Background: an optimization exercise with open tools, aiming at small area. Do not read the settings as production practice. No run shown here included a check of the RTL's function; only the layout flow was run. No activity file was given, so power comes from the tool's default toggle rates.

==> flow/design.v <==
module lab3_pixgen(
    input         clk,
    input         rst,
    input  [5:0]  color,
    input         btn_left,
    input         btn_right,
    input         btn_up,
    input         btn_down,
    input         enc,
    input         vsync,
    input  [5:0]  fb_rdata,
    output        rdy,
    output        fb_we,
    output [16:0] fb_waddr,
    output [5:0]  fb_wdata,
    output [16:0] fb_raddr,
    output [15:0] rgb
);
reg  [9:0] cnt_l, cnt_r, cnt_u, cnt_d;
wire       left_pulse  = (cnt_l == 10'd100);
wire       right_pulse = (cnt_r == 10'd100);
wire       up_pulse    = (cnt_u == 10'd100);
wire       down_pulse  = (cnt_d == 10'd100);
always @(posedge clk) begin
    if (rst) begin
        cnt_l <= 10'd0;
        cnt_r <= 10'd0;
        cnt_u <= 10'd0;
        cnt_d <= 10'd0;
    end else begin
        cnt_l <= cnt_l + btn_left;
        cnt_r <= cnt_r + btn_right;
        cnt_u <= cnt_u + btn_up;
        cnt_d <= cnt_d + btn_down;
    end
end
reg  [8:0]  px;
reg  [7:0]  py;
reg         we;
reg         done;
reg  [5:0]  data;
reg  [5:0]  wdata;
reg  [8:0]  x_min;
reg  [7:0]  y_min;
reg  [15:0] cc;
wire       x_wrap = (px == 9'd399);
wire       y_step = (px == 9'd0);
wire [8:0] x = (~we | x_wrap) ? 9'd0 : px + 9'd1;
wire [7:0] y = (~we | (y_step & (py == 8'd224))) ? 8'd0 : py + y_step;
wire [9:0] dx = {1'b0, x} - {1'b0, x_min} - 10'd1;
wire [8:0] dy = {1'b0, y} - {1'b0, y_min} - 9'd1;
wire       in_rect = (dx < 10'd49) & (dy < 9'd49);
always @(posedge clk) begin
    px    <= x;
    py    <= y;
    we    <= ~rst;
    wdata <= data;
    if (rst) begin
        done <= 1'b0;
        data <= 6'b111111;
    end else begin
        if (x == 9'd399 && y == 8'd224)
            done <= 1'b1;
        data <= in_rect ? (color[0] ? cc[15:10] : color) : 6'd0;
    end
end
always @(posedge clk) begin
    if (rst) begin
        x_min <= 9'd100;
        y_min <= 8'd100;
    end else begin
        if (right_pulse & (x_min <= 9'd348))
            x_min <= x_min + 9'd1;
        else if (left_pulse & (x_min != 9'd0))
            x_min <= x_min - 9'd1;
        if (down_pulse & (y_min <= 8'd173))
            y_min <= y_min + 8'd1;
        else if (up_pulse & (y_min != 8'd0))
            y_min <= y_min - 8'd1;
    end
end
always @(posedge clk)
    if (rst)
        cc <= 16'd0;
    else
        cc <= cc + color[0];
reg [10:0] PX;
reg [9:0]  PY;
reg        z;
wire        X_wrap = (PX == 11'd1599);
wire [10:0] X = (z | X_wrap) ? 11'd0 : PX + 11'd1;
wire [9:0]  Y = (z | (X_wrap & (PY == 10'd899))) ? 10'd0 : PY + X_wrap;
always @(posedge clk) begin
    if (rst | vsync)
        z <= 1'b1;
    else if (enc) begin
        z  <= 1'b0;
        PX <= X;
        PY <= Y;
    end
end
assign rdy      = done;
assign fb_we    = we;
assign fb_waddr = px + 17'd400 * py;
assign fb_wdata = wdata;
assign fb_raddr = PX[10:2] + 17'd400 * PY[9:2];
assign rgb      = {fb_rdata[4], {2{fb_rdata[5:4]}}, {3{fb_rdata[3:2]}}, fb_rdata[0], {2{fb_rdata[1:0]}}};
endmodule
==> flow/flow/run.sh <==
#!/bin/bash
# Own layout flow: the standard layout, with a synthesis script that
# maps all logic with ABC (no half/full adder cell extraction) using an
# area-oriented ABC script. Registers are inferred and mapped exactly as in
# the standard synthesis. Tool output goes to flow_make.log (make) and to
# ORFS's own per-step logs under orfs/logs/.
set -euo pipefail
W=$PWD
sed "s#@FLOWDIR@#$W/flow#g" flow/synth.tcl > my_synth.tcl
sed "s#SYNTH_SCRIPT=[^ ]*#SYNTH_SCRIPT=$W/my_synth.tcl#" standard.sh > my_standard.sh
bash my_standard.sh finish > flow_make.log 2>&1
==> flow/flow/area.abc <==
strash
&get -n
&deepsyn -T 30
&put
&get -n
&dch -f
&nf -R 1000
&put
==> flow/flow/synth.tcl <==
# The standard synthesis script (synth_recipe.tcl), with two steps replaced:
# no extraction of half/full adder cells, and the final ABC mapping run
# with flow/area.abc instead of ORFS's speed script.
proc synth {args} { yosys synth -nofsm -noshare {*}$args }
proc extract_fa {args} { puts "extract_fa skipped" }
proc abc {args} {
  set i [lsearch -exact $args -script]
  if { $i >= 0 } {
    set args [lreplace $args $i [expr { $i + 1 }] -script @FLOWDIR@/area.abc]
  }
  yosys abc {*}$args
}
source $::env(SCRIPTS_DIR)/synth.tcl
# left out here: clear keep_hierarchy, flatten, clean up, hide names made inside functions, write 1_2_yosys.v
==> flow/standard.sh <==
#!/bin/bash
# synth_recipe.tcl (not shown) runs the flow's synth.tcl, then flattens the netlist and writes it again
# the make line also repeats each setting of config.mk as NAME=value (left out here)
make -C /OpenROAD-flow-scripts/flow DESIGN_CONFIG=/design/flow/config.mk WORK_HOME=/design/flow/orfs CLKGATE_MAP_FILE= SYNTH_SCRIPT=/design/flow/synth_recipe.tcl "${@:-finish}"
==> flow/config.mk <==
export PLATFORM = sky130hd
export DESIGN_NAME = lab3_pixgen
export DESIGN_NICKNAME = lab3_pixgen
export VERILOG_FILES = /design/flow/design.v
export SDC_FILE = /design/flow/constraint.sdc
export NUM_CORES = 4
export LEC_CHECK = 0
export CAP_MARGIN = 20
export CORE_MARGIN = 2
export CORE_UTILIZATION = 40
export SLEW_MARGIN = 20
==> flow/constraint.sdc <==
create_clock -name core_clock -period 5.0 [get_ports {clk}]
set_input_delay 1.0000 -clock core_clock [delete_from_list [all_inputs] [get_ports {clk}]]
set_output_delay 1.0000 -clock core_clock [all_outputs]
set_load 0.01 [all_outputs]
==> metrics.md, run 1 <==
| Metric | Value |
|---|---|
| Combinational power share | `between 10% and 20%` |
| Reg power frac | `between 40% and 50%` |
| Routed len/inst | `12.68 um` |
| Hold Vio Cnt, Final | `0` |
| I/O pin count | `78` |
| Total die area | `~17000 um2` |
| CP peak stage delay | `0.45 ns` |
| Worst skew pair latency | `approximately 0.41 ns` |
| TritonCTS sink count | `between 100 and 150` |
| Worst EP arrival | `about 3.8 ns` |
| Grt total ovfl | `0` |
| Area contributors post-synth | `dfxtp_1 (32%), edfxtp_1 (9.7%), a21oi_1 (7.2%)` |
| Area of the multi-input gates | `between 3000 and 4000 um2` |
| Worst R2R End | `data[5]` |
| Post-CTS Hold Buffers | `0` |
| Top cell type's share of synthesized area | `between 30 and 40%` |
| Initial antenna violation count | `0` |
| Total CTS buffers | `17` |
| Post-synth EDFFs | `21` |
| Crit-path slowest cell | `edfxtp_1` |
| Fill count | `1504` |
| CP Launch Type | `register` |
| Clk pwr share | `a little under half` |
| Pre-antenna DRT Iters | `4` |
| Critical path depth in cells | `18` |
| Hold WC Path Type | `reg2reg` |
| DRC viols | `0` |
| RePlAce Congestion | `between 0.8 and 0.9` |
| Finished Cell Area | `8044 um2` |
| Share of layout cells above drive strength 1 | `10.11%` |
| Via-to-Cell Ratio | `5.197` |
| Critical path class | `reg2out` |
| Port Buf Inserts | `between 50 and 60` |
| Die X | `approximately 130 um` |
| Tmin final | `4.806 ns` |
| R2R depth | `28` |
| Syn. warnings | `1` |
| Worst slew pin tran | `between 0.9 and 1 ns` |
| Detailed Route WL | `13890 um` |
| Sequential fraction of the synthesis area | `a little over two fifths` |
| Gate Count Post-Synth | `between 700 and 800` |
| WHS Endpoint | `wdata[5]` |
| Required @ worst endpoint | `approximately 4.0 ns` |
| Max Cap Viol | `0` |
| Critical path, cell by cell | `xor2_2, a21oi_2, maj3_2, xnor2_2, nand2b_1, a21o_1, and3_1, o21ai_2, and2_4, nor3_2, o21ai_0, nand2_1, nand2b_4, o21ai_1, xnor2_1, and2_1, a21boi_2, clkdlybuf4s15_2` |
| Cell taking the most area after synthesis | `dfxtp_1` |
| Final period utilization | `a little over nine tenths` |
| Yosys cell types | `46` |
| Height of the die | `between 100 and 150 um` |
| N_diodes | `0` |
| Iter 0 DRT Violations | `between 200 and 300` |
| Antenna viol nets, final | `0` |
| NumNets Final | `888` |
| RSZ-0062 raised after global routing | `true` |
| Vias in the first global route | `5280` |
| HPWL after detailed placement | `9903 um` |
| FF-to-FF setup slack | `around 0.47 ns` |
| CTS root buf | `clkbuf_16` |
| Post-synthesis area per instance | `between 8 and 9 um2` |
| Layout Skew | `between 0.007 and 0.008 ns` |
| Clk pin slew, worst setup/hold paths | `roughly 0.06 ns` |
| Crit path max fanout | `5` |
| First-pass GRT wire length | `23420 um` |
| Net Sw Frac | `~24%` |
| Core area | `approximately 16000 um2` |
| Min-delay src | `data[5]` |
| Setup violators final | `0` |
| Clock tree from TritonCTS | `built` |
| Slew headroom | `between 30% and 40%` |
| Pins Over Slew Limit | `0` |
| GRT Total Usage | `between 10% and 20%` |
| Leakage | `roughly 0.0031 uW` |
| Initial Utilization | `40.97%` |
| H-tree levels | `4` |
| Buf/Inv on CP | `1` |
| Highest clock rate | `about 210 MHz` |
| Core Rows | `46` |
| Worst VDD drop | `0.0002649 V` |
| Asr flop ratio synth | `0%` |
| Synth-to-Final Area Change | `23.14%` |
| Sw power | `roughly 590 uW` |
| Launch point of the worst path | `PY[3]` |
| Worst r2r src | `py[4]` |
| DR vias | `approximately 5700` |
| Worst path top cell family by delay | `simple AND/OR/NAND/NOR gates` |
| Pwr/cell area | `around 310 nW/um2` |
| Count leader, synth | `dfxtp_1` |
| Hold path depth | `0` |
| Internal | `1873 uW` |
| Post-synth top cells | `dfxtp_1 (105), a21oi_1 (94), nor2_1 (94), o21ai_0 (68), xnor2_1 (52)` |
| Sequential Area | `around 2700 um2` |
| #FFs+latches synth | `126` |
| Ys flop type | `dfxtp_1` |
| Final core utilization | `between 50% and 60%` |
| Synthesized area | `6533 um2` |
| Post-Synthesis Net Count | `810` |
| Max clock buf depth | `2` |
| Status | `no timing/DRC/antenna violations` |
| Dpl cell area | `around 7300 um2` |
| Pin count of the biggest net entering global routing | `36` |
| Crit. End Element | `output pin` |
## worst max-delay path by stage
stage / endpoint / slack [ns]
3_5_place_dp: fb_waddr[15] / -0.08
4_1_cts: fb_raddr[16] / 0.01
2_1_floorplan: data[1] / 0.17
5_1_grt: fb_raddr[16] / -0.09
6_report: fb_raddr[16] / 0.19
3_3_place_gp: fb_waddr[15] / 0.09
## power groups by stage
stage | clock network, uW | logic (uW) | registers (uW)
floorplan | 0 | 146 | 1090
global placement | 0 | 249 | 1090
detailed placement | 0 | 253 | 1090
CTS | 1150 | 259 | 1070
global route | 1200 | 292 | 1080
finish | 1130 | 266 | 1070
## cells in the final DEF, fill, tap and decap left out, types with 6 or more instances in the layout
master,n
o21a_1,8
and3_1,40
dfxtp_1,103
nor4_1,8
nor4b_1,6
nor3_1,48
nand2_1,47
xnor2_1,47
clkbuf_16,17
nand2b_1,12
o21ai_0,61
buf_4,28
xor2_1,21
and2_0,20
or3_1,8
nor2b_1,7
clkdlybuf4s50_1,46
nor2_1,89
nand3_1,15
edfxtp_1,21
a21oi_1,93
a221o_1,6
clkinv_1,27
## area by class of cell
class,instances,area share [%]
multi-input combinational,612,45.20
sequential,126,34.00
timing repair buffer,83,9.302
clock buffer,18,5.335
tap,216,3.360
clock inverter,13,1.493
inverter,28,1.307
## per-layer routing
metal	vias to the layer above	wire (um)	part of all wire, %	track usage (%)
li1	2956	-	-	-
met3	15	408	2.9	3.345
met4	0	199	1.4	6.944
met2	68	6721	48	27.28
met5	-	0	0	0
met1	2657	6563	47	20.13
## flip-flops by register name, indices dropped and copies added (netlist names), 8 cells and up
register	cells
x_min	9
px	9
PY	10
cnt_l	10
PX	11
cc	16
cnt_d	10
cnt_r	10
py	8
y_min	8
cnt_u	10
## kinds of logic (layout without fill, tap and decap cells)
group | count (synthesis) | in the layout | synth area share, %
and+or+nand+nor | 322 | 322 | 24.63
buffers and inverters | 52 | 142 | 4.367
adders and majority gates | 6 | 6 | 0.9194
DFF | 126 | 126 | 41.83
xor gates and xnor gates | 74 | 74 | 9.921
AOI/OAI and AO/OA | 207 | 207 | 17.87
muxes | 3 | 3 | 0.4597
## metrics by stage
step           hold WS (ns)  setup TNS [ns]  setup slack, ns  power [uW]  cells
5_1_grt              0.3365         -0.1328         -0.09178        2570   1096
2_1_floorplan        0.3096               0           0.1698        1240    790
3_5_place_dp         0.3121         -0.1841         -0.07805        1346   1060
4_1_cts              0.3260               0          0.01197        2483   1094
3_3_place_gp         0.3209               0          0.08751        1342   1060
6_report             0.3259               0           0.1944        2466   1096
## worst register-to-register path: cells and delay by family, from the launching register on
kind,cells,cell delay (ns)
compound gates,9,1.37
xor+xnor,2,0.32
buf+inv,4,0.59
simple gates,11,1.25
flops,1,0.33
fa+ha+maj,2,0.57
## timing repair
action | CTS | global route
resized for setup | 28 | 28
setup endpoints to repair | 8 | 14
pin swaps | 7 | 14
buffers inserted | 3 | 2
==> run 2: changes to the inputs <==
==> flow/flow/run.sh (replaced) <==
#!/bin/bash
# Own layout flow: the standard layout (standard.sh), with
#  - a synthesis script (flow/synth.tcl) that maps all logic with ABC using
#    flow/area.abc, without extracting half/full adder cells; registers are
#    inferred and mapped exactly as in the standard synthesis;
#  - extra make settings from flow/make_args (one VAR=value per line).
# make's output goes to flow_make.log; ORFS writes each step's log under
# orfs/logs/.
set -euo pipefail
W=$PWD
sed "s#@FLOWDIR@#$W/flow#g" flow/synth.tcl > my_synth.tcl
sed "s#SYNTH_SCRIPT=[^ ]*#SYNTH_SCRIPT=$W/my_synth.tcl#" standard.sh > my_standard.sh
ARGS=()
if [[ -f flow/make_args ]]; then
  while IFS= read -r l; do
    [[ -z "$l" || "$l" == \#* ]] || ARGS+=("$l")
  done < flow/make_args
fi
bash my_standard.sh "${ARGS[@]}" finish > flow_make.log 2>&1
--- a/flow/config.mk
+++ b/flow/config.mk
@@ -8,4 +8,5 @@
 export CAP_MARGIN = 20
 export CORE_MARGIN = 2
 export CORE_UTILIZATION = 40
+export CTS_BUF_LIST = sky130_fd_sc_hd__clkbuf_4
 export SLEW_MARGIN = 20
==> run 2 against run 1 <==
Effect of this change: via count rose by 0.68%; first-iteration DRC count increased by 4.8%; sequential share of layout area increased by 0.75 points; register-to-register slack lost 0.02 ns; design area down 1.9%; global-route usage hardly changed; core utilization is 0.97 points lower; worst setup slack is essentially flat; non-clock buffer count increased by 9; synthesized area is the same; power down 19%; clock-buffer cell count unchanged; critical path type unchanged; critical endpoint is now fb_waddr[15]; largest power group is now sequential cells.
==> metrics.md, run 2 <==
| Metric | Value |
|---|---|
| H-tree levels | `4` |
| Area of the multi-input gates | `between 3000 and 4000 um2` |
| Syn. warnings | `1` |
| Routed len/inst | `12.62 um` |
| Initial Utilization | `between 40% and 50%` |
| Count leader, synth | `dfxtp_1` |
| Final period utilization | `96.12%` |
| Final Power | `around 2000 uW` |
| Antenna viol nets, final | `0` |
| Largest Register | `cc` |
| Synthesized area | `6533 um2` |
| Area contributors post-synth | `dfxtp_1 (32%), edfxtp_1 (9.7%), a21oi_1 (7.2%)` |
| Core area | `15940 um2` |
| Sequential Area | `2741 um2` |
| DR vias | `between 5000 and 6000` |
| Highest clock rate | `between 200 and 250 MHz` |
| Via-to-Cell Ratio | `approximately 5.2` |
| Share of layout cells above drive strength 1 | `roughly 13%` |
| RSZ-0062 raised after global routing | `true` |
| Post-synth top cells | `dfxtp_1 (105), a21oi_1 (94), nor2_1 (94), o21ai_0 (68), xnor2_1 (52)` |
| Hold Vio Cnt, Final | `0` |
| Die X | `approximately 130 um` |
| Detailed Route WL | `13950 um` |
| Slew headroom | `38.80%` |
| Clk pin slew, worst setup/hold paths | `between 0.1 and 0.15 ns` |
| Worst EP arrival | `about 3.8 ns` |
| Worst slew pin tran | `0.9124 ns` |
| Height of the die | `131.8 um` |
| Ys flop type | `dfxtp_1` |
| Commonest non-fill, non-tap cell in the layout | `dfxtp_1` |
| TritonCTS sink count | `between 100 and 150` |
| Leakage | `0.003035 uW` |
| Status | `no timing/DRC/antenna violations` |
| Fill count | `between 1500 and 2000` |
| Synth-to-Final Area Change | `20.76%` |
| Setup violators final | `0` |
| Crit path max fanout | `4` |
| Final core utilization | `49.48%` |
| RePlAce Congestion | `0.8022` |
| Total die area | `between 15000 and 20000 um2` |
| Pin count of the biggest net entering global routing | `36` |
| Total CTS buffers | `17` |
| Post-Synthesis Net Count | `810` |
| NumNets Final | `897` |
| N_diodes | `0` |
| Tmin final | `4.806 ns` |
| Reg power frac | `53.9%` |
| I/O pin count | `a little under 80` |
| Crit. End Element | `output pin` |
| Yosys cell types | `46` |
| Pins Over Slew Limit | `0` |
| Cell taking the most area after synthesis | `dfxtp_1` |
| Layout Skew | `roughly 0.015 ns` |
| Asr flop ratio synth | `0%` |
| HPWL after detailed placement | `just under 10000 um` |
| DRC viols | `0` |
| Gate Count Post-Synth | `between 700 and 800` |
| Worst VDD drop | `between 0.00015 and 0.0002 V` |
| Internal | `between 1000 and 1500 uW` |
| Worst skew pair latency | `about 0.53 ns` |
| Pwr/cell area | `around 250 nW/um2` |
| Top cell type's share of synthesized area | `32.18%` |
| Post-synth EDFFs | `21` |
| Vias in the first global route | `approximately 5300` |
| CTS root buf | `clkbuf_4` |
| Pre-antenna DRT Iters | `4` |
| Clk pwr share | `between 30% and 40%` |
| Critical path class | `reg2out` |
| Net Sw Frac | `between 20% and 30%` |
| Combinational power share | `14.2%` |
| Max Cap Viol | `0` |
| Max clock buf depth | `2` |
| CP Launch Type | `register` |
| GRT Total Usage | `16.19%` |
| Hold slack | `around 0.34 ns` |
| Most frequent cells in the layout | `dfxtp_1 (102), a21oi_1 (93), nor2_1 (87), o21ai_0 (59), nor3_1 (48)` |
| Sw power | `roughly 540 uW` |
| Post-synthesis area per instance | `about 8.3 um2` |
| Top flop regs | `cc x16, PX x11` |
| Core Rows | `46` |
| #FFs+latches synth | `about 130` |
| First-pass GRT wire length | `between 20000 and 25000 um` |
| Required @ worst endpoint | `approximately 4 ns` |
| Hold WC Path Type | `reg2reg` |
| Sequential fraction of the synthesis area | `approximately two fifths` |
| Clock tree from TritonCTS | `built` |
| Setup_tns | `0 ns` |
| Iter 0 DRT Violations | `roughly 260` |
| Grt total ovfl | `0` |
| Initial antenna violation count | `0` |
| Number of flip-flops in the largest register | `16` |
| Port Buf Inserts | `between 50 and 60` |
-- run 2: per-layer routing --
| metal | global-route usage, % | part of all wire (%) |
|---|---|---|
| met4 | 5.857 | 1.1 |
| met5 | 0 | 0 |
| met3 | 3.845 | 2.6 |
| met2 | 27.66 | 49 |
| met1 | 19.96 | 47 |
-- run 2: metrics by stage --
| stage | worst slack, ns | std cells | area, um2 |
|---|---|---|---|
| 3_5_place_dp | -0.07805 | 1060 | 7346 |
| 3_3_place_gp | 0.08751 | 1060 | 7346 |
| 6_report | 0.1940 | 1105 | 7889 |
| 5_1_grt | -0.07037 | 1105 | 7889 |
| 4_1_cts | -0.06016 | 1098 | 7720 |
| 2_1_floorplan | 0.1698 | 790 | 6533 |
-- run 2: final timing paths --
check	start	cells after the start	slack [ns]	to
setup reg to reg	py[1]	27	0.45	data[0]
setup / recovery	py[1]	21	0.19	fb_waddr[15]
hold reg to reg	data[5]	0	0.34	wdata[5]
hold / removal	data[5]	0	0.34	wdata[5]
-- run 2: kinds of logic (layout without fill, tap and decap cells) --
group,Yosys count,after routing,synth area share [%]
simple gates,322,322,24.63
mux,3,3,0.4597
compound gates,207,207,17.87
buf+inv,52,151,4.367
xor+xnor,74,74,9.921
fa+ha+maj,6,6,0.9194
flops,126,126,41.83
-- run 2: critical path: stages, from the launching register on --
cell and delay, ns:
dfxtp_4 0.37, buf_4 0.15, nand2b_4 0.07, nand3_2 0.09, buf_4 0.15, or3_4 0.33
nand2_2 0.09, xnor2_2 0.12, nor2_1 0.06, maj3_2 0.33, nor2_4 0.13, xnor2_1 0.12
a21oi_1 0.06, o21ai_1 0.11, nand2_1 0.12, xnor2_2 0.17, xnor2_2 0.14, o21ai_1 0.17
and2_1 0.16, o22ai_1 0.08, a21oi_1 0.11, buf_2 0.14
-- run 2: what timing repair did --
action | CTS | global route
gates resized for setup | 39 | 44
hold buffers | 0 | 0
setup endpoints to repair | 8 | 15
pin swaps | 8 | 31
buffers inserted | 7 | 7
-- run 2: final cells by class --
| class | count | share of cell area (%) |
|---|---|---|
| Clock buffer | 18 | 1.713 |
| Timing Repair Buffer | 92 | 10.15 |
| Clock inverter | 13 | 1.523 |
| Inverter | 28 | 1.332 |
| Sequential cell | 126 | 34.75 |
| Multi-Input combinational cell | 612 | 47.11 |
| Tap cell | 216 | 3.426 |
-- run 2: power groups by stage --
stage / Sequential (uW) / Clock (uW) / Combinational [uW]
6_report: 1070 / 635 / 282
5_1_grt: 1080 / 708 / 308
4_1_cts: 1070 / 661 / 263
3_5_place_dp: 1090 / 0 / 253
3_3_place_gp: 1090 / 0 / 249
2_1_floorplan: 1090 / 0 / 146
==> run 3: changes to the inputs <==
==> flow/flow/make_args (new file) <==
BUFFER_PORTS_ARGS=-buffer_cell sky130_fd_sc_hd__buf_1
--- a/flow/config.mk
+++ b/flow/config.mk
@@ -8,5 +8,4 @@
 export CAP_MARGIN = 20
 export CORE_MARGIN = 2
 export CORE_UTILIZATION = 40
-export CTS_BUF_LIST = sky130_fd_sc_hd__clkbuf_4
 export SLEW_MARGIN = 20
==> run 3 against run 2 <==
Effect of this change: combinational power decreased by about 20%; core utilization decreased by 0.64 points; critical path type unchanged; die area unchanged; largest power group is now the clock network; worst setup slack improved by 0.083 ns.
==> metrics.md, run 3 <==
| Metric | Value |
|---|---|
| Post-synthesis area per instance | `a little over 8 um2` |
| Tmin final | `around 4.7 ns` |
| Via-to-Cell Ratio | `about 5.1` |
| Dpl cell area | `between 6000 and 7000 um2` |
| NumNets Final | `just under 900` |
| Initial antenna violation count | `0` |
| Top cell type's share of synthesized area | `32.18%` |
| Cell taking the most area after synthesis | `dfxtp_1` |
| Antenna viol nets, final | `0` |
| Asr flop ratio synth | `0%` |
| Pin count of the biggest net entering global routing | `slightly below 50` |
| Combinational power share | `roughly 8.8%` |
| Max clock buf depth | `2` |
| HPWL after detailed placement | `between 9000 and 10000 um` |
| Highest clock rate | `roughly 210 MHz` |
| Multiplexer share of the synthesized area | `less than 1%` |
| CP most frequent cell | `xnor2_2` |
| Count leader, synth | `dfxtp_1` |
| Commonest non-fill, non-tap cell in the layout | `dfxtp_1` |
| Ys flop type | `dfxtp_1` |
| Clk pin slew, worst setup/hold paths | `0.06 ns` |
| Sequential fraction of the synthesis area | `a little over two fifths` |
| Hold WC Path Type | `reg2reg` |
| Synth Area in Adders | `less than 1%` |
| Synthesized area | `approximately 6500 um2` |
| First-pass GRT wire length | `approximately 22000 um` |
| RePlAce Congestion | `~0.77` |
| N_diodes | `0` |
| Die X | `approximately 130 um` |
| Crit-path slowest cell | `maj3_2` |
| H-tree levels | `4` |
| Largest Register | `cc` |
| Total CTS buffers | `17` |
| CP peak stage delay | `around 0.33 ns` |
| Placement Setup Slack | `~0.15 ns` |
| Total die area | `roughly 17000 um2` |
| Gate Count Post-Synth | `790` |
| Core Rows | `46` |
| Clock tree from TritonCTS | `built` |
| DRC viols | `0` |
| Buf/Inv on CP | `2` |
| Final period utilization | `between 90 and 100%` |
| Leakage | `roughly 0.003 uW` |
| DR vias | `5573` |
| Worst path top cell family by delay | `simple AND/OR/NAND/NOR gates` |
| Worst EP arrival | `between 3 and 4 ns` |
| Height of the die | `about 130 um` |
| CTS root buf | `clkbuf_16` |
| Max Cap Viol | `0` |
| Worst VDD drop | `around 0.00023 V` |
| Clk pwr share | `about half` |
| Yosys cell types | `46` |
| Port Buf Inserts | `55` |
| Hold Vio Cnt, Final | `0` |
| Final Power | `~2600 uW` |
| Reg power frac | `42.1%` |
| Pre-antenna DRT Iters | `4` |
| Post-synth EDFFs | `21` |
| Required @ worst endpoint | `around 4.0 ns` |
| Pins Over Slew Limit | `0` |
| Number of flip-flops in the largest register | `16` |
| Grt total ovfl | `0` |
| Share of layout cells above drive strength 1 | `10.13%` |
| GRT Total Usage | `between 10% and 20%` |
| Pwr/cell area | `327.6 nW/um2` |
| Crit path max fanout | `3` |
| Fill count | `~1600` |
| XOR/XNOR share of the synthesized area | `9.921%` |
| Largest family of logic cells by synthesized area | `simple AND/OR/NAND/NOR gates` |
| #FFs+latches synth | `126` |
| Sw power | `between 500 and 600 uW` |
| Setup_tns | `0 ns` |
| Core area | `between 15000 and 20000 um2` |
| Most frequent cells in the layout | `dfxtp_1 (102), a21oi_1 (92), nor2_1 (92), o21ai_0 (61), buf_1 (51)` |
| Crit. End Element | `output pin` |
| Area contributors post-synth | `dfxtp_1 (32%), edfxtp_1 (9.7%), a21oi_1 (7.2%)` |
| Routed len/inst | `~12 um` |
| Layout Skew | `0.008568 ns` |
| Synth-to-Final Area Change | `19.21%` |
| Critical path class | `reg2out` |
| Initial Utilization | `40.97%` |
| PnR worst setup slack | `0.2770 ns` |
| Syn. warnings | `1` |
| Setup violators final | `0` |
| TritonCTS sink count | `126` |
| Detailed Route WL | `between 10000 and 15000 um` |
| Synth Area in Compound Gates | `17.87%` |
| Top flop regs | `cc x16, PX x11` |
| Critical path, cell by cell | `clkinv_1, nor2_2, nand2_1, nand3_2, o21ai_2, maj3_2, nand2_2, nand2_2, xnor2_2, nor2_1, maj3_2, nor2_4, xnor2_2, a21oi_1, o21ai_1, nand2_1, xnor2_2, xnor2_1, o21ai_1, and2_1, o22ai_1, a21oi_1, buf_2` |
| Worst slew pin tran | `between 0.9 and 1 ns` |
| Status | `no timing/DRC/antenna violations` |
| Slew headroom | `approximately 38%` |
| Iter 0 DRT Violations | `~260` |
| Worst skew pair latency | `between 0.4 and 0.5 ns` |
| Finished Cell Area | `a little under 8000 um2` |
| Vias in the first global route | `slightly below 5000` |
| I/O pin count | `78` |
| Post-synth top cells | `dfxtp_1 (105), a21oi_1 (94), nor2_1 (94), o21ai_0 (68), xnor2_1 (52)` |
| CP Launch Type | `register` |
| Post-Synthesis Net Count | `810` |
| Post-Synth Simple-Gate Area | `24.63%` |
| Net Sw Frac | `a little under a quarter` |
| Internal | `1972 uW` |
-- run 3: cell count changes in the layout (fill, tap and decap cells not counted), moves of 3 or more --
cell and change:
clkbuf_1 +3, clkbuf_4 -18, clkinv_4 -4, buf_1 +51, nor2_1 +5, clkbuf_16 +20, clkdlybuf4s50_1 -46, nor2_4 -3
buf_4 -11
-- run 3: logic make-up (layout without fill, tap and decap cells) --
logic type      Yosys count  count (layout)
mux                       3               3
simple gates            322             322
xor+xnor                 74              74
buf+inv                  52             141
compound gates          207             207
fa+ha+maj                 6               6
flops                   126             126
-- run 3: area by class of cell --
| type | instances | area [um2] | share of cell area [%] |
|---|---|---|---|
| clock buffer | 23 | 511.7 | 6.571 |
| clock inverter | 8 | 100.1 | 1.285 |
| inverter | 28 | 105.1 | 1.350 |
| multi-input combinational | 612 | 3646 | 46.82 |
| sequential | 126 | 2736 | 35.14 |
| tap | 216 | 270.3 | 3.470 |
| timing repair buffer | 82 | 417.9 | 5.366 |
-- run 3: what timing repair did --
action | 4_1_cts | 5_1_grt
gates resized for setup | 12 | 36
hold endpoints to repair | 0 | 0
pin swaps | 2 | 22
endpoints found under the setup margin | 4 | 12
setup buffers | 4 | 9
hold buffers | 0 | 0
-- run 3: power by group through the flow --
stage               registers [uW]  logic, uW  clock network (uW)
detailed placement            1090        200                   0
CTS                           1070        204                1280
global route                  1080        252                1330
floorplan                     1090        146                   0
global placement              1090        198                   0
finish                        1070        225                1250
-- run 3: final timing paths --
path	start	end	slack, ns	cells after the start
max	py[0]	fb_waddr[15]	0.28	23
min	data[3]	wdata[3]	0.32	0
max reg2reg	py[0]	data[4]	0.43	27
min reg2reg	data[3]	wdata[3]	0.32	0
-- run 3: routing by layer --
layer | global-route usage, % | vias to the layer above | part of all wire [%]
li1 | - | 2969 | -
met1 | 20.48 | 2521 | 51
met2 | 25.04 | 67 | 46
met3 | 3.422 | 16 | 2.4
met4 | 6.039 | 0 | 1.2
met5 | 0 | - | 0
-- run 3: through the flow --
step	utilization, %	instances	hold slack, ns
6_report	48.85	1095	0.3247
5_1_grt	48.85	1095	0.3277
4_1_cts	47.76	1086	0.3266
3_5_place_dp	43.53	1051	0.3132
3_3_place_gp	43.53	1051	0.3144
2_1_floorplan	-	790	0.3096
==> run 4: changes to the inputs <==
--- a/flow/config.mk
+++ b/flow/config.mk
@@ -7,5 +7,5 @@
 export LEC_CHECK = 0
 export CAP_MARGIN = 20
 export CORE_MARGIN = 2
-export CORE_UTILIZATION = 40
+export CORE_UTILIZATION = 65
 export SLEW_MARGIN = 20
removed: flow/flow/make_args
==> run 4 against run 3 <==
Effect of this change: hold slack improved by 0.0023 ns; clock skew barely moved; core utilization rose by 34 points; first-iteration DRC count rose by 26%; sequential share of layout area fell by 1.3 points; routed wire length rose by 12%.
==> metrics.md, run 4 <==
| Metric | Value |
|---|---|
| Status | `no timing/DRC/antenna violations` |
| Most frequent cells in the layout | `dfxtp_1 (102), a21oi_1 (91), nor2_1 (88), o21ai_0 (62), nor3_1 (48)` |
| Sequential fraction of the synthesis area | `41.83%` |
| Required @ worst endpoint | `4.00 ns` |
| Pre-antenna DRT Iters | `5` |
| DRC viols | `0` |
| Max Cap Viol | `0` |
| Post-CTS Hold Buffers | `0` |
| Initial Utilization | `66.83%` |
| Detailed Route WL | `14930 um` |
| Post-synth top cells | `dfxtp_1 (105), a21oi_1 (94), nor2_1 (94), o21ai_0 (68), xnor2_1 (52)` |
| Tmin final | `approximately 4.9 ns` |
| Vias in the first global route | `approximately 5700` |
| Post-synthesis area per instance | `about 8.3 um2` |
| Core area | `9774 um2` |
| HPWL after detailed placement | `about 9500 um` |
| Grt total ovfl | `0` |
| Post-synth EDFFs | `21` |
| Synthesized area | `roughly 6500 um2` |
| Highest clock rate | `a little over 200 MHz` |
| RePlAce Congestion | `0.8243` |
| Number of flip-flops in the largest register | `16` |
| Worst skew pair latency | `0.51 ns` |
| CP Launch Type | `register` |
| GRT Total Usage | `about a quarter` |
| Total CTS buffers | `17` |
| Worst VDD drop | `0.0002529 V` |
| Post-placement cell count | `around 970` |
| Worst EP arrival | `between 3 and 4 ns` |
| Hold WC Path Type | `reg2reg` |
| Total die area | `about 11000 um2` |
| DR vias | `5996` |
| Cell taking the most area after synthesis | `dfxtp_1` |
| Share of layout cells above drive strength 1 | `12.47%` |
| Global route hottest layer | `met2` |
| Placement Setup Slack | `-0.1264 ns` |
| Leakage | `about 0.0032 uW` |
| Iter 0 DRT Violations | `324` |
| Clk pin slew, worst setup/hold paths | `roughly 0.050 ns` |
| Pins Over Slew Limit | `0` |
| Commonest non-fill, non-tap cell in the layout | `dfxtp_1` |
| Grt met2 use | `49.39%` |
| Port Buf Inserts | `55` |
| Routing usage on met1 | `between 30% and 40%` |
| Layout Skew | `roughly 0.0081 ns` |
| Via-to-Cell Ratio | `between 5 and 6` |
| Post-Synthesis Net Count | `810` |
| Yosys cell types | `between 40 and 50` |
| Slew headroom | `around two fifths` |
| Crit. End Element | `output pin` |
| Pwr/cell area | `around 300 nW/um2` |
| CTS root buf | `clkbuf_8` |
| Pin count of the biggest net entering global routing | `49` |
| First-pass GRT wire length | `around 24000 um` |
| TritonCTS sink count | `126` |
| Worst slew pin tran | `~0.9 ns` |
| Met3 Track Usage GR | `5.326%` |
| #FFs+latches synth | `approximately 130` |
| N_diodes | `0` |
| Die X | `about 100 um` |
| NumNets Final | `around 900` |
| Top flop regs | `cc x16, PX x11` |
| Max clock buf depth | `2` |
| H-tree levels | `4` |
| I/O pin count | `just under 80` |
| Routed len/inst | `14.60 um` |
| Area contributors post-synth | `dfxtp_1 (32%), edfxtp_1 (9.7%), a21oi_1 (7.2%)` |
| PnR worst setup slack | `0.09848 ns` |
| Crit path max fanout | `3` |
| Synth-to-Final Area Change | `23.83%` |
| Core Rows | `36` |
| RSZ-0062 raised after global routing | `true` |
| Clock tree from TritonCTS | `built` |
| Height of the die | `between 100 and 150 um` |
| Final period utilization | `slightly below 100%` |
| Top cell type's share of synthesized area | `32.18%` |
| Syn. warnings | `1` |
| Asr flop ratio synth | `0%` |
| Count leader, synth | `dfxtp_1` |
| Hold Vio Cnt, Final | `0` |
| Ys flop type | `dfxtp_1` |
| Gate Count Post-Synth | `790` |
| Antenna viol nets, final | `0` |
| Initial antenna violation count | `0` |
| Setup violators final | `0` |
| Fin cells | `a little over 1000` |
| Largest Register | `cc` |
| Critical path class | `reg2out` |
## run 4: cell counts after synthesis
No cell type changed its count.
## run 4: timing repair
item | CTS | global route
pin swaps | 6 | 21
resized for setup | 27 | 47
buffers inserted | 13 | 5
endpoints found under the setup margin | 14 | 16
## run 4: path summary, 6_finish.rpt
check           from           end  slack (ns)  depth (start not counted)
min reg2reg  data[2]      wdata[2]        0.33                          0
min          data[2]      wdata[2]        0.33                          0
max reg2reg    py[3]       data[1]        0.19                         26
max            py[4]  fb_waddr[14]         0.1                         23
## run 4: through the flow
| stage | hold WS [ns] | power [uW] | TNS (ns) | cell area (um2) | utilization (%) |
|---|---|---|---|---|---|
| 2_1_floorplan | 0.3096 | 1240 | 0 | 6533 | - |
| 4_1_cts | 0.3255 | 2485 | -0.1228 | 7933 | 81.16 |
| 6_report | 0.3271 | 2495 | 0 | 8089 | 82.76 |
| 3_5_place_dp | 0.3150 | 1341 | -0.3246 | 7219 | 73.86 |
| 3_3_place_gp | 0.3128 | 1333 | 0 | 7219 | 73.86 |
| 5_1_grt | 0.3328 | 2570 | -1.224 | 8089 | 82.76 |
## run 4: logic make-up (layout without fill, tap and decap cells)
logic type / after synthesis / after routing / synth area share [%]
AOI/OAI and AO/OA: 207 / 207 / 17.87
muxes: 3 / 3 / 0.4597
adders and majority gates: 6 / 6 / 0.9194
buffers and inverters: 52 / 152 / 4.367
xor gates and xnor gates: 74 / 74 / 9.921
DFF: 126 / 126 / 41.83
and+or+nand+nor: 322 / 322 / 24.63
## run 4: report_power, final
group | internal, uW | switching, uW | total, uW
Sequential | 1050 | 21.2 | 1070
Combinational | 144 | 134 | 278
Clock | 732 | 411 | 1140
## run 4: final cells by class
type                       count  area, um2
clock inverter                 3      18.77
fill                         593       1685
multi-input combinational    612       3694
inverter                      28      105.1
timing repair buffer          93      820.8
sequential                   126       2736
tap                          133      166.4
clock buffer                  28      548.0
## run 4: per-layer routing
metal	vias up	share of wire, %
met1	2837	42
met4	0	1.6
li1	2993	-
met5	-	0
met3	29	3.8
met2	137	52
## run 4: critical path: stages, from the launching register on
cell	delay, ns
dfxtp_2	0.34
xnor2_2	0.18
nand2_1	0.08
nand3_2	0.10
o21ai_2	0.08
maj3_2	0.32
nand2_2	0.09
nand2_2	0.07
xnor2_2	0.18
nor2_1	0.08
maj3_2	0.36
nor2_4	0.18
buf_6	0.11
buf_4	0.08
buf_4	0.10
nand2_1	0.05
nand2_2	0.10
xnor2_2	0.09
xnor2_2	0.15
o21ai_2	0.16
nand2_1	0.08
o21ai_1	0.10
xnor2_1	0.14
buf_2	0.16
==> run 5: changes to the inputs <==
==> flow/flow/make_args (new file) <==
BUFFER_PORTS_ARGS=-buffer_cell sky130_fd_sc_hd__buf_1
MIN_BUF_CELL_AND_PORTS=sky130_fd_sc_hd__buf_1 A X
CTS_ARGS=-sink_clustering_enable -repair_clock_nets -dont_use_dummy_load -sink_clustering_size 30 -buf_list sky130_fd_sc_hd__clkbuf_8
--- a/flow/config.mk
+++ b/flow/config.mk
@@ -7,5 +7,5 @@
 export LEC_CHECK = 0
 export CAP_MARGIN = 20
 export CORE_MARGIN = 2
-export CORE_UTILIZATION = 65
+export CORE_UTILIZATION = 40
 export SLEW_MARGIN = 20
==> run 5 against run 4 <==
Effect of this change: critical path type unchanged; sequential power hardly changed; clock-buffer cell count is 11 lower; largest cell class unchanged; die area is 58% higher.
==> metrics.md, run 5 <==
| Metric | Value |
|---|---|
| XOR/XNOR share of the synthesized area | `between 10% and 20%` |
| Vias in the first global route | `between 4000 and 5000` |
| Detailed Route WL | `between 10000 and 15000 um` |
| CTS root buf | `clkbuf_8` |
| Grt total ovfl | `0` |
| Largest Register | `cc` |
| Most frequent cells in the layout | `dfxtp_1 (102), a21oi_1 (93), nor2_1 (92), o21ai_0 (62), buf_1 (51)` |
| First-pass GRT wire length | `~21000 um` |
| Sequential Area | `approximately 2700 um2` |
| Setup violators final | `0` |
| Top cell type's share of synthesized area | `32.63%` |
| Pwr/cell area | `~260 nW/um2` |
| Yosys cell types | `46` |
| Post-synth top cells | `dfxtp_1 (105), a21oi_1 (94), nor2_1 (94), o21ai_0 (68), xnor2_1 (52)` |
| Gate Count Post-Synth | `790` |
| Max Cap Viol | `0` |
| Top flop regs | `cc x16, PX x11` |
| Syn. warnings | `1` |
| Layout Skew | `0.03134 ns` |
| DR vias | `between 5000 and 6000` |
| Post-synthesis area per instance | `between 8 and 9 um2` |
| Critical path, cell by cell | `xnor2_2, nand2_1, nand3_2, o21ai_2, maj3_2, nand2_1, nand2_2, xnor2_2, nor2_1, maj3_2, nor2_4, xnor2_1, a21oi_1, o21ai_1, nand2_1, xnor2_1, xnor2_1, o21ai_1, and2_1, o22ai_1, a21oi_1, buf_2` |
| Required @ worst endpoint | `approximately 4 ns` |
| Number of flip-flops in the largest register | `16` |
| Height of the die | `~130 um` |
| Crit path max fanout | `3` |
| Ys flop type | `dfxtp_1` |
| Iter 0 DRT Violations | `281` |
| Post-CTS Hold Buffers | `0` |
| Area contributors post-synth | `dfxtp_1 (33%), edfxtp_1 (9.8%), a21oi_1 (7.3%)` |
| Synth Area in Adders | `less than 1%` |
| HPWL after detailed placement | `9081 um` |
| Largest family of logic cells by synthesized area | `simple AND/OR/NAND/NOR gates` |
| Final Power | `1915 uW` |
| Share of layout cells above drive strength 1 | `8.343%` |
| Critical path class | `reg2out` |
| Worst skew pair latency | `about 0.43 ns` |
| Asr flop ratio synth | `0%` |
| Synth-to-Final Area Change | `14.41%` |
| Multiplexer share of the synthesized area | `less than 1%` |
| Fin cells | `approximately 1100` |
| Pins Over Slew Limit | `0` |
| Count leader, synth | `dfxtp_1` |
| Worst path top cell family by delay | `XOR/XNOR gates` |
| #FFs+latches synth | `126` |
| Synthesized area | `6442 um2` |
| Pre-antenna DRT Iters | `5` |
| RePlAce Congestion | `approximately 0.77` |
| Synth Area in Compound Gates | `between 10% and 20%` |
| Worst EP arrival | `roughly 3.8 ns` |
| Hold Vio Cnt, Final | `0` |
| Core area | `15830 um2` |
| Initial antenna violation count | `0` |
| Max clock buf depth | `2` |
| Cell taking the most area after synthesis | `dfxtp_1` |
| N_diodes | `0` |
| Crit. End Element | `output pin` |
| Post-placement cell count | `1054` |
| Post-synth EDFFs | `21` |
| Initial Utilization | `between 40 and 50%` |
| Leakage | `0.002804 uW` |
| GRT Total Usage | `15.35%` |
| Sequential fraction of the synthesis area | `between 40% and 50%` |
| CP peak stage delay | `~0.36 ns` |
| Buf/Inv on CP | `1` |
| TritonCTS sink count | `roughly 130` |
| Post-Synth Simple-Gate Area | `between 20% and 30%` |
| Crit-path slowest cell | `dfxtp_4` |
| Clock tree from TritonCTS | `built` |
| Total CTS buffers | `17` |
| NumNets Final | `approximately 900` |
| DRC viols | `0` |
| Hold slack | `around 0.32 ns` |
| Area of the multi-input gates | `approximately 3600 um2` |
| Core Rows | `46` |
| PnR worst setup slack | `around 0.21 ns` |
| Finished Cell Area | `7371 um2` |
| Status | `no timing/DRC/antenna violations` |
| Routed len/inst | `11.99 um` |
| Fill count | `1564` |
| Placement Setup Slack | `0.1651 ns` |
| Antenna viol nets, final | `0` |
| Slew headroom | `55.95%` |
| Worst VDD drop | `around 0.00021 V` |
| Final period utilization | `a little over nine tenths` |
| Total die area | `~17000 um2` |
| Worst slew pin tran | `roughly 0.65 ns` |
| Post-Synthesis Net Count | `810` |
| CP Launch Type | `register` |
| Highest clock rate | `208.9 MHz` |
| Port Buf Inserts | `55` |
| Clk pin slew, worst setup/hold paths | `~0.08 ns` |
| Die X | `about 130 um` |
| H-tree levels | `4` |
| I/O pin count | `slightly below 80` |
| Commonest non-fill, non-tap cell in the layout | `dfxtp_1` |
| Tmin final | `about 4.8 ns` |
| Dpl cell area | `approximately 7000 um2` |
| Hold WC Path Type | `reg2reg` |
| Pin count of the biggest net entering global routing | `49` |
| Via-to-Cell Ratio | `around 5` |
==> run 5: changes by cell type after synthesis <==
cell / change
buf_1: +24
buf_4: -24
==> run 5: worst paths after layout <==
path         depth (start not counted)    start            to  slack [ns]
max reg2reg                         26    py[1]       data[2]        0.47
max                                 22    py[1]  fb_waddr[15]        0.21
min                                  0  data[2]      wdata[2]        0.32
min reg2reg                          0  data[2]      wdata[2]        0.32
==> run 5: logic make-up after synthesis <==
kind of cell | after synthesis
adder cells (fa/ha/maj) | 6
flip-flops | 126
XOR/XNOR | 74
AO/OA/AOI/OAI | 207
multiplexers | 3
buffers and inverters | 52
AND/OR/NAND/NOR | 322
==> run 5: per-stage QoR <==
stage | utilization (%) | TNS, ns
5_1_grt | 46.57 | -0.03347
3_3_place_gp | 43.99 | 0
2_1_floorplan | - | 0
6_report | 46.57 | 0
3_5_place_dp | 43.99 | 0
4_1_cts | 45.86 | 0
==> run 5: cell type report <==
| cell class | count | share of cell area [%] |
|---|---|---|
| Multi-Input combinational cell | 612 | 49.11 |
| Sequential cell | 126 | 37.16 |
| Timing Repair Buffer | 80 | 5.466 |
| Tap cell | 216 | 3.667 |
| Clock buffer | 17 | 3.174 |
| Inverter | 28 | 1.426 |
==> run 5: worst register-to-register path, stage by stage, from the launching register on <==
cell	delay [ns]
dfxtp_4	0.36
xnor2_2	0.18
nand2_1	0.08
nand3_2	0.08
o21ai_2	0.07
maj3_2	0.30
nand2_1	0.09
nand2_2	0.07
xnor2_2	0.15
nor2_1	0.06
maj3_2	0.34
nor2_4	0.13
buf_4	0.12
nand3_1	0.10
o21ai_0	0.22
nor2_1	0.13
xnor2_1	0.15
o21bai_1	0.18
a31o_1	0.21
o21ai_0	0.11
a21oi_1	0.09
o22ai_1	0.18
a21oi_1	0.06
nor4_1	0.27
nand3_1	0.18
nor2_1	0.33
a221o_1	0.20
==> run 5: metal layers <==
layer  GRT usage [%]  share of wire, %  up-vias
met5               0                 0        -
met4           4.693               1.2        0
met3           3.868               2.9       16
met2           25.03                45       54
met1           20.15                51     2498
li1                -                 -     2945
==> run 5: timing repair <==
item                                    in CTS  in global routing
resized for setup                           12                 30
endpoints found under the setup margin       4                 12
pin swaps                                    1                 20
setup buffers                                4                  4
cloned                                       0                  0
==> run 5: report_power, final <==
part | switching [uW] | leakage [uW] | total (uW) | internal, uW
registers | 20.3 | 0.00105 | 1070 | 1050
clock network | 326 | 0.000122 | 624 | 298
logic | 123 | 0.00163 | 219 | 95.7
total | 469 | 0.00280 | 1920 | 1450
==> run 6: changes to the inputs <==
==> flow/design.v (replaced) <==
module lab3_pixgen(
    input         clk,
    input         rst,
    input  [5:0]  color,
    input         btn_left,
    input         btn_right,
    input         btn_up,
    input         btn_down,
    input         enc,
    input         vsync,
    input  [5:0]  fb_rdata,
    output        rdy,
    output        fb_we,
    output [16:0] fb_waddr,
    output [5:0]  fb_wdata,
    output [16:0] fb_raddr,
    output [15:0] rgb
);
reg  [9:0] cnt_l, cnt_r, cnt_u, cnt_d;
wire       left_pulse  = (cnt_l == 10'd100);
wire       right_pulse = (cnt_r == 10'd100);
wire       up_pulse    = (cnt_u == 10'd100);
wire       down_pulse  = (cnt_d == 10'd100);
always @(posedge clk) begin
    if (rst) begin
        cnt_l <= 10'd0;
        cnt_r <= 10'd0;
        cnt_u <= 10'd0;
        cnt_d <= 10'd0;
    end else begin
        cnt_l <= cnt_l + btn_left;
        cnt_r <= cnt_r + btn_right;
        cnt_u <= cnt_u + btn_up;
        cnt_d <= cnt_d + btn_down;
    end
end
reg  [8:0] x_min;
reg  [7:0] y_min;
wire x_inc = right_pulse & (x_min <= 9'd348);
wire x_dec = ~x_inc & left_pulse & (x_min != 9'd0);
wire y_inc = down_pulse & (y_min <= 8'd173);
wire y_dec = ~y_inc & up_pulse & (y_min != 8'd0);
always @(posedge clk) begin
    if (rst) begin
        x_min <= 9'd100;
        y_min <= 8'd100;
    end else begin
        x_min <= x_min + {{8{x_dec}}, x_inc | x_dec};
        y_min <= y_min + {{7{y_dec}}, y_inc | y_dec};
    end
end
reg [15:0] cc;
always @(posedge clk)
    if (rst)
        cc <= 16'd0;
    else
        cc <= cc + color[0];
reg  [8:0] px;
reg  [7:0] py;
reg        we;
reg        done;
reg  [5:0] data;
reg  [5:0] wdata;
wire       x_wrap = (px == 9'd399);
wire       y_step = (px == 9'd0);
wire [8:0] x = (~we | x_wrap) ? 9'd0 : px + 9'd1;
wire [7:0] y = (~we | (y_step & (py == 8'd224))) ? 8'd0 : py + y_step;
wire [8:0] dx = px - x_min;
wire [7:0] dy = py + ~y_min + y_step;
wire       in_rect = we & (dx < 9'd49) & (dy < 8'd49);
always @(posedge clk) begin
    px    <= x;
    py    <= y;
    we    <= ~rst;
    wdata <= data;
    if (rst) begin
        done <= 1'b0;
        data <= 6'b111111;
    end else begin
        if (we & (px == 9'd398) & (py == 8'd224))
            done <= 1'b1;
        data <= in_rect ? (color[0] ? cc[15:10] : color) : 6'd0;
    end
end
reg [10:0] PX;
reg [1:0]  Yl;
reg [12:0] T;
reg        z;
wire        X_wrap  = (PX == 11'd1599);
wire        Yl_wrap = X_wrap & (Yl == 2'd3);
wire        Y_wrap  = Yl_wrap & (T == 13'd5624);
wire        c16     = (PX[5:0] == 6'd63);
wire [10:0] X   = (z | X_wrap) ? 11'd0 : PX + 11'd1;
wire [1:0]  Yln = (z | Yl_wrap) ? 2'd0 : Yl + X_wrap;
wire [12:0] Tn  = (z | Y_wrap) ? 13'd0 : T + ((X_wrap & ~Yl_wrap) ? -13'd24 : {12'd0, c16});
always @(posedge clk) begin
    if (rst | vsync)
        z <= 1'b1;
    else if (enc) begin
        z  <= 1'b0;
        PX <= X;
        Yl <= Yln;
        T  <= Tn;
    end
end
assign rdy      = done;
assign fb_we    = we;
assign fb_waddr = px + 17'd400 * py;
assign fb_wdata = wdata;
assign fb_raddr = {T, PX[5:2]};
assign rgb      = {fb_rdata[4], {2{fb_rdata[5:4]}}, {3{fb_rdata[3:2]}}, fb_rdata[0], {2{fb_rdata[1:0]}}};
endmodule
==> run 6 against run 5 <==
Effect of this change: first-iteration DRC count decreased by 21%; die area down 2.8%; via count is 2.1% lower; power increased by 0.48%; clock power grew 3%; critical path depth down 5; synthesized area fell by 2.9%; critical path type unchanged; critical endpoint unchanged; largest power group unchanged.
==> metrics.md, run 6 <==
| Metric | Value |
|---|---|
| Status | `no timing/DRC/antenna violations` |
| Combinational power share | `roughly 8%` |
| Synth-to-Final Area Change | `11.62%` |
| Die X | `about 130 um` |
| Critical path depth in cells | `17` |
| Core Rows | `45` |
| Top flop regs | `cc x16, T x13, PX x11` |
| Cell taking the most area after synthesis | `dfxtp_1` |
| Max Used Layer | `met4` |
| Met3 wire len | `about 550 um` |
| Commonest non-fill, non-tap cell in the layout | `dfxtp_1` |
| Required @ worst endpoint | `4.00 ns` |
| Clk pwr share | `about 33%` |
| Hold WC Path Type | `reg2reg` |
| GRT Total Usage | `between 10% and 20%` |
| Worst VDD drop | `between 0.0001 and 0.00015 V` |
| Count leader, synth | `dfxtp_1` |
| Post-CTS Hold Buffers | `0` |
| Total CTS buffers | `17` |
| Ys flop type | `dfxtp_1` |
| Area contributors post-synth | `dfxtp_1 (34%), edfxtp_1 (12%), a21oi_1 (7.0%)` |
| FF-to-FF setup slack | `around 1.3 ns` |
| Post-Synthesis Net Count | `approximately 750` |
| Largest Register | `cc` |
| Layout Skew | `~0.029 ns` |
| Initial antenna violation count | `0` |
| Yosys cell types | `48` |
| Top cell type's share of synthesized area | `approximately a third` |
| DRC viols | `0` |
| Worst slew pin tran | `0.8545 ns` |
| I/O pin count | `between 70 and 80` |
| N_diodes | `0` |
| Worst EP arrival | `3.67 ns` |
| Setup violators final | `0` |
| Detailed Route WL | `~13000 um` |
| Worst path top cell family by delay | `compound AO/OA/AOI/OAI gates` |
| Hold Vio Cnt, Final | `0` |
| Vias in the first global route | `4915` |
| Pwr/cell area | `275.7 nW/um2` |
| First-pass GRT wire length | `~22000 um` |
| Slew headroom | `between 40 and 50%` |
| Clock tree from TritonCTS | `built` |
| Worst R2R End | `py[6]` |
| Met2 Routed Length | `roughly 6100 um` |
| Crit. End Element | `output pin` |
| Routed len/inst | `13.25 um` |
| Pins Over Slew Limit | `0` |
| Most frequent cells in the layout | `dfxtp_1 (100), a21oi_1 (87), nor2_1 (76), o21ai_0 (61), nor3_1 (55)` |
| Share of layout cells above drive strength 1 | `under 10%` |
| Routed met1 length | `6419 um` |
| Pre-antenna DRT Iters | `5` |
| CTS root buf | `clkbuf_8` |
| Crit-path slowest cell | `dfxtp_2` |
| Internal | `~1500 uW` |
| NumNets Final | `809` |
| Critical path class | `reg2out` |
| Antenna viol nets, final | `0` |
| HPWL after detailed placement | `~9200 um` |
| Hold slack | `~0.33 ns` |
| WHS Endpoint | `wdata[3]` |
| Net Sw Frac | `23.91%` |
| Pin count of the biggest net entering global routing | `44` |
| Sw power | `between 400 and 500 uW` |
| CP Launch Type | `register` |
| Final period utilization | `around 93%` |
| Asr flop ratio synth | `0%` |
| H-tree levels | `4` |
| Max clock buf depth | `2` |
| Total die area | `roughly 17000 um2` |
| Critical path, cell by cell | `nand2_1, o21ai_1, nor2b_2, o21ai_0, a211oi_1, a21oi_1, xnor2_1, buf_4, a21oi_1, o21ai_0, nand2b_2, nor3_4, a31oi_4, a21oi_2, nor2_1, a22o_1, buf_1` |
| Buf/Inv on CP | `2` |
| Worst skew pair latency | `between 0.4 and 0.5 ns` |
| Initial Utilization | `~41%` |
| RePlAce Congestion | `between 0.7 and 0.8` |
| Crit path max fanout | `8` |
| Synthesized area | `about 6300 um2` |
| Number of flip-flops in the largest register | `16` |
| Post-synth top cells | `dfxtp_1 (105), a21oi_1 (88), nor2_1 (76), o21ai_0 (62), nor3_1 (57)` |
| Hold path depth | `0` |
| TritonCTS sink count | `roughly 130` |
| #FFs+latches synth | `around 130` |
| R2R depth | `13` |
| Height of the die | `roughly 130 um` |
| Port Buf Inserts | `between 50 and 60` |
| Core area | `about 15000 um2` |
| Fill count | `approximately 1500` |
| Worst r2r src | `py[4]` |
| Sequential fraction of the synthesis area | `a little under half` |
| Max Cap Viol | `0` |
| Via-to-Cell Ratio | `about 5.4` |
| Min-delay src | `data[3]` |
| Syn. warnings | `1` |
| Clk pin slew, worst setup/hold paths | `approximately 0.060 ns` |
| Leakage | `between 0.002 and 0.003 uW` |
| Iter 0 DRT Violations | `222` |
| Post-synthesis area per instance | `8.521 um2` |
| Post-synth EDFFs | `26` |
| Reg power frac | `58.5%` |
| Setup_tns | `0 ns` |
| Tmin final | `roughly 4.7 ns` |
| Gate Count Post-Synth | `between 700 and 800` |
| Grt total ovfl | `0` |
| CP peak stage delay | `around 0.41 ns` |
| DR vias | `between 5000 and 6000` |
| Highest clock rate | `between 200 and 250 MHz` |
## run 6: cell count changes after synthesis, moves of 5 or more
cell      before  now
nor2b_1        7   15
nor3_1        49   57
nand3_1       16   11
clkinv_1      28   18
or3_1          8    1
nor2_1        94   76
o21ai_0       68   62
a21oi_1       94   88
xnor2_1       52   34
nand2_1       48   40
edfxtp_1      21   26
nand4_1        0    8
xor2_1        22   14
maj3_1         6    1
## run 6: worst reg2reg max path: stages, from the launching register on
cell      delay, ns
dfxtp_2        0.41
xnor2_1        0.36
a21oi_1        0.14
xnor2_1        0.26
o211ai_1       0.13
o21ai_0        0.15
o21a_1         0.26
mux2i_1        0.12
nand2_1        0.11
nand3_1        0.09
xnor2_1        0.38
nand4b_1       0.24
o21ai_0        0.74
nor3b_1        0.14
## run 6: what timing repair did
action / in CTS / in global routing
resized for setup: 3 / 12
setup endpoints to repair: 2 / 3
endpoints found under the hold margin: 0 / 0
setup buffers: 0 / 1
pin swaps: 0 / 3
## run 6: metal layers
layer	global-route usage, %	up-vias
li1	-	2773
met1	20.80	2512
met2	26.58	95
met3	3.509	19
met4	7.417	0
met5	0	-
## run 6: cells by family (layout without fill, tap and decap cells)
| logic type | after synthesis | in the layout | synth area share, % |
|---|---|---|---|
| DFF | 131 | 131 | 46.09 |
| and+or+nand+nor | 304 | 304 | 25.09 |
| muxes | 4 | 4 | 0.6601 |
| adders and majority gates | 1 | 1 | 0.1600 |
| AOI/OAI and AO/OA | 204 | 204 | 18.76 |
| xor gates and xnor gates | 48 | 48 | 6.721 |
| buffers and inverters | 42 | 95 | 2.520 |
## run 6: how the worst max path moves through the flow
stage / from / end / slack, ns
after floorplan: py[0] / fb_waddr[15] / 0.72
after global placement: py[1] / fb_waddr[15] / 0.56
after detailed placement: py[1] / fb_waddr[15] / 0.43
after CTS: px[4] / fb_waddr[15] / 0.11
after global routing: px[4] / fb_waddr[15] / -0.005
final: px[4] / fb_waddr[15] / 0.33
## run 6: final cells by class
cell class	instances	area, um2	area share [%]
Clock buffer	17	234.0	3.351
Tap cell	211	264.0	3.781
Timing Repair Buffer	60	265.3	3.799
Sequential cell	131	2892	41.42
Multi-Input combinational cell	561	3259	46.68
Inverter	18	67.56	0.9677
## run 6: stage by stage
stage | worst slack (ns) | cell area [um2] | util, % | total power, uW | cells
finish | 0.3344 | 6982 | 45.76 | 1925 | 998
global route | -0.004507 | 6982 | 45.76 | 2015 | 998
CTS | 0.1113 | 6905 | 45.26 | 1943 | 996
detailed placement | 0.4264 | 6664 | 43.67 | 1302 | 979
global placement | 0.5606 | 6664 | 43.67 | 1297 | 979
floorplan | 0.7239 | 6255 | - | 1256 | 734
## run 6: power by group through the flow
stage               sequential [uW]  combinational, uW  clock [uW]
global route                   1130                180         706
global placement               1150                150           0
CTS                            1130                154         663
floorplan                      1150                107           0
detailed placement             1150                154           0
finish                         1130                159         640
==> run 7: changes to the inputs <==
--- a/flow/design.v
+++ b/flow/design.v
@@ -61,16 +61,21 @@
 reg        done;
 reg  [5:0] data;
 reg  [5:0] wdata;
+reg  [12:0] Tw;
 wire       x_wrap = (px == 9'd399);
 wire       y_step = (px == 9'd0);
 wire [8:0] x = (~we | x_wrap) ? 9'd0 : px + 9'd1;
-wire [7:0] y = (~we | (y_step & (py == 8'd224))) ? 8'd0 : py + y_step;
+wire       y_wrap = y_step & (py == 8'd224);
+wire [7:0] y = (~we | y_wrap) ? 8'd0 : py + y_step;
+wire [12:0] Twn = (~we | y_wrap) ? 13'd0 :
+                  Tw + (x_wrap ? -13'd24 : y_step ? 13'd25 : {12'd0, &px[3:0]});
 wire [8:0] dx = px - x_min;
 wire [7:0] dy = py + ~y_min + y_step;
 wire       in_rect = we & (dx < 9'd49) & (dy < 8'd49);
 always @(posedge clk) begin
     px    <= x;
     py    <= y;
+    Tw    <= Twn;
     we    <= ~rst;
     wdata <= data;
     if (rst) begin
@@ -105,7 +110,7 @@
 end
 assign rdy      = done;
 assign fb_we    = we;
-assign fb_waddr = px + 17'd400 * py;
+assign fb_waddr = {Tw, px[3:0]};
 assign fb_wdata = wdata;
 assign fb_raddr = {T, PX[5:2]};
 assign rgb      = {fb_rdata[4], {2{fb_rdata[5:4]}}, {3{fb_rdata[3:2]}}, fb_rdata[0], {2{fb_rdata[1:0]}}};
==> run 7 against run 6 <==
Effect of this change: synthesized area grew 1.4%; final cell count is 0.20% lower; die area grew 1.4%; flip-flop and latch count up 13; critical path depth rose by 2; power rose by 7.0%; sequential power rose by 11%; clock skew increased by 0.0039 ns; routed wire length fell by 1.3%; design area is 0.21% higher; critical path type is now reg2reg; largest power group unchanged; highest routed layer unchanged.
==> metrics.md, run 7 <==
| Metric | Value |
|---|---|
| Status | `no timing/DRC/antenna violations` |
| H-tree levels | `4` |
| Post-synthesis area per instance | `between 8 and 9 um2` |
| Share of layout cells above drive strength 1 | `2.821%` |
| #FFs+latches synth | `around 140` |
| Count leader, synth | `dfxtp_1` |
| RePlAce Congestion | `0.8126` |
| Port Buf Inserts | `55` |
| Core Rows | `46` |
| Crit-path slowest cell | `dfxtp_1` |
| Final period utilization | `72.02%` |
| Grt total ovfl | `0` |
| GRT Total Usage | `16.00%` |
| Crit. End Element | `register` |
| Core area | `roughly 16000 um2` |
| CP most frequent cell | `nor2_1` |
| Post-synth EDFFs | `26` |
| Gate Count Post-Synth | `about 730` |
| Synthesized area | `approximately 6300 um2` |
| Max Cap Viol | `0` |
| Worst path top cell family by delay | `simple AND/OR/NAND/NOR gates` |
| Vias in the first global route | `4923` |
| Top flop regs | `cc x16, T x13, Tw x13` |
| Layout Skew | `~0.033 ns` |
| Pwr/cell area | `between 200 and 300 nW/um2` |
| Area contributors post-synth | `dfxtp_1 (37%), edfxtp_1 (12%), a21oi_1 (8.4%)` |
| N_diodes | `0` |
| Largest Register | `cc` |
| PostCTS Resize Cnt | `0` |
| Tmin final | `3.601 ns` |
| Setup violators final | `0` |
| CP peak stage delay | `0.36 ns` |
| Max clock buf depth | `2` |
| Area of the multi-input gates | `roughly 3100 um2` |
| Pins Over Slew Limit | `0` |
| Critical path class | `reg2reg` |
| Leakage | `around 0.0025 uW` |
| Antenna viol nets, final | `0` |
| Placement Setup Slack | `about 1.4 ns` |
| HPWL after detailed placement | `just over 9000 um` |
| Die X | `roughly 130 um` |
| Crit path max fanout | `7` |
| Worst slew pin tran | `roughly 0.9 ns` |
| Detailed Route WL | `approximately 13000 um` |
| NumNets Final | `about 800` |
| Worst skew pair latency | `0.45 ns` |
| Worst EP arrival | `just under 4 ns` |
| Number of flip-flops in the largest register | `16` |
| Sequential Area | `about 3100 um2` |
| I/O pin count | `between 70 and 80` |
| Synth-to-Final Area Change | `10.27%` |
| TritonCTS sink count | `around 140` |
| DRC viols | `0` |
| Buf/Inv on CP | `1` |
| # Post-CTS Setup Buffers | `0` |
| Clock tree from TritonCTS | `built` |
| Post-Synthesis Net Count | `748` |
| Required @ worst endpoint | `5.36 ns` |
| Hold Vio Cnt, Final | `0` |
| Initial Utilization | `roughly two fifths` |
| Final Power | `2059 uW` |
| Cell taking the most area after synthesis | `dfxtp_1` |
| Slew headroom | `39.67%` |
| Pin count of the biggest net entering global routing | `46` |
| Most frequent cells in the layout | `dfxtp_1 (118), a21oi_1 (107), nor2_1 (71), o21ai_0 (66), nor3_1 (56)` |
| Ys flop type | `dfxtp_1` |
| Total die area | `roughly 17000 um2` |
| Post-synth top cells | `dfxtp_1 (118), a21oi_1 (107), nor2_1 (71), o21ai_0 (67), nor3_1 (56)` |
| Worst VDD drop | `0.0001458 V` |
| Fill count | `roughly 1500` |
| RSZ-0062 raised after global routing | `false` |
| Highest clock rate | `~280 MHz` |
| DR vias | `between 5000 and 6000` |
| CP Launch Type | `register` |
| Total CTS buffers | `17` |
| Height of the die | `129.9 um` |
| PnR worst setup slack | `1.399 ns` |
| Syn. warnings | `1` |
| Pre-antenna DRT Iters | `4` |
| Commonest non-fill, non-tap cell in the layout | `dfxtp_1` |
| Post-CTS Hold Buffers | `0` |
| Critical path, cell by cell | `nor2_1, nand3_1, nor4_1, nand2_1, clkinv_1, a21oi_1, and3_1, and2_0, o211ai_1, o21ai_0, nor3_1, nand2b_1, nor2_1, nor2_1, a21oi_1, nand3_1, mux2i_1, nor2_1, a211oi_1` |
| Clk pin slew, worst setup/hold paths | `0.07 ns` |
| Asr flop ratio synth | `0%` |
| Yosys cell types | `slightly below 50` |
| Initial antenna violation count | `0` |
| Iter 0 DRT Violations | `around 230` |
| Hold WC Path Type | `reg2reg` |
| Setup_tns | `0 ns` |
| Via-to-Cell Ratio | `5.419` |
| CTS root buf | `clkbuf_8` |
| Routed len/inst | `13.10 um` |
| First-pass GRT wire length | `21870 um` |
| Top cell type's share of synthesized area | `a little under two fifths` |
| Sequential fraction of the synthesis area | `49.54%` |
-- run 7: cell types whose count changed in the layout (fill, tap and decap cells not counted), sizes merged, moves of 4 or more --
cell	previous run	this run
xnor2	34	12
o21bai	2	6
o21a	12	16
a31oi	9	4
a21oi	88	107
clkinv	18	14
xor2	14	8
nor2b	15	10
o21ai	62	67
dfxtp	105	118
nand2	40	35
nor2	76	71
-- run 7: path summary, 6_finish.rpt --
path | endpoint | from | cells past startpoint | slack, ns
max | Tw[12] | px[6] | 19 | 1.40
min | wdata[0] | data[0] | 0 | 0.33
max reg2reg | Tw[12] | px[6] | 19 | 1.40
min reg2reg | wdata[0] | data[0] | 0 | 0.33
-- run 7: final cells by class --
| class | instances | share of cell area [%] |
|---|---|---|
| inverters | 14 | 0.7511 |
| clock buffers | 17 | 3.344 |
| multi-input cells | 546 | 43.72 |
| flip-flops and latches | 144 | 44.92 |
| well taps | 216 | 3.863 |
| repair buffers | 59 | 3.398 |
-- run 7: per-layer routing --
metal	track usage [%]	wire length, um	up-vias
met5	0	0	-
met4	6.388	214	0
met3	4.633	547	21
met2	26.09	6045	122
met1	20.01	6242	2477
li1	-	-	2777
-- run 7: worst register-to-register path, stage by stage, from the launching register on --
cell and delay (ns):
dfxtp_1 0.36, nor2_1 0.19, nand3_1 0.11, nor4_1 0.28, nand2_1 0.17, clkinv_1 0.11
a21oi_1 0.06, and3_1 0.22, and2_0 0.23, o211ai_1 0.18, o21ai_0 0.21, nor3_1 0.29
nand2b_1 0.12, nor2_1 0.11, nor2_1 0.06, a21oi_1 0.23, nand3_1 0.14, mux2i_1 0.19
nor2_1 0.06, a211oi_1 0.20
-- run 7: where the power goes --
part	switching, uW	total, uW	leakage, uW	internal (uW)
Combinational	89.2	147	0.00121	57.6
Sequential	36.8	1250	0.00121	1220
Clock	361	660	0.000122	299
-- run 7: cells by family after synthesis --
group                  synth area share (%)
buffers and inverters                 2.248
multiplexers                         0.3155
AND/OR/NAND/NOR                       24.20
AO/OA/AOI/OAI                         20.94
flip-flops                            49.54
XOR/XNOR                              2.761
-- run 7: through the flow --
stage                     area [um2]  hold WS [ns]  util [%]  std cells
after global placement          6763        0.3112     43.04        979
final                           6997        0.3305     44.53        996
after CTS                       6997        0.3323     44.53        996
after floorplan                 6345        0.3096         -        728
after global routing            6997        0.3359     44.53        996
after detailed placement        6763        0.3121     43.04        979

==> port drivers added, routing unchanged <==
How much do the figures lean on ideal ports? The routed layouts below were timed once more, with nothing changed but the port constraints.
Step 1 assumes that a clkbuf_16 drives the clock port and a buf_2 every other input.
Step 2, shift: input delay + t, output delay - t, t = (earliest + latest rising clock arrival at the registers) / 2. This alone moves slack from input paths to output paths.
Three values: ideal, step 1, step 2; two values: the first two.
| run | t (ns) | setup slack, ns |
|---|---|---|
| run 1 | 0.451 | 0.194 / 0.154 / 0.468 |
| run 2 | 0.555 | 0.194 / 0.160 / 0.451 |
| run 3 | 0.448 | 0.277 / 0.236 / 0.430 |
| run 4 | 0.540 | 0.098 / 0.068 / 0.187 |
| run 5 | 0.451 | 0.213 / 0.181 / 0.475 |
| run 6 | 0.468 | 0.334 / 0.297 / 0.765 |
| run 7 | 0.467 | 1.399 / 1.399 / 1.338 |
After both steps every run listed still meets setup and hold.
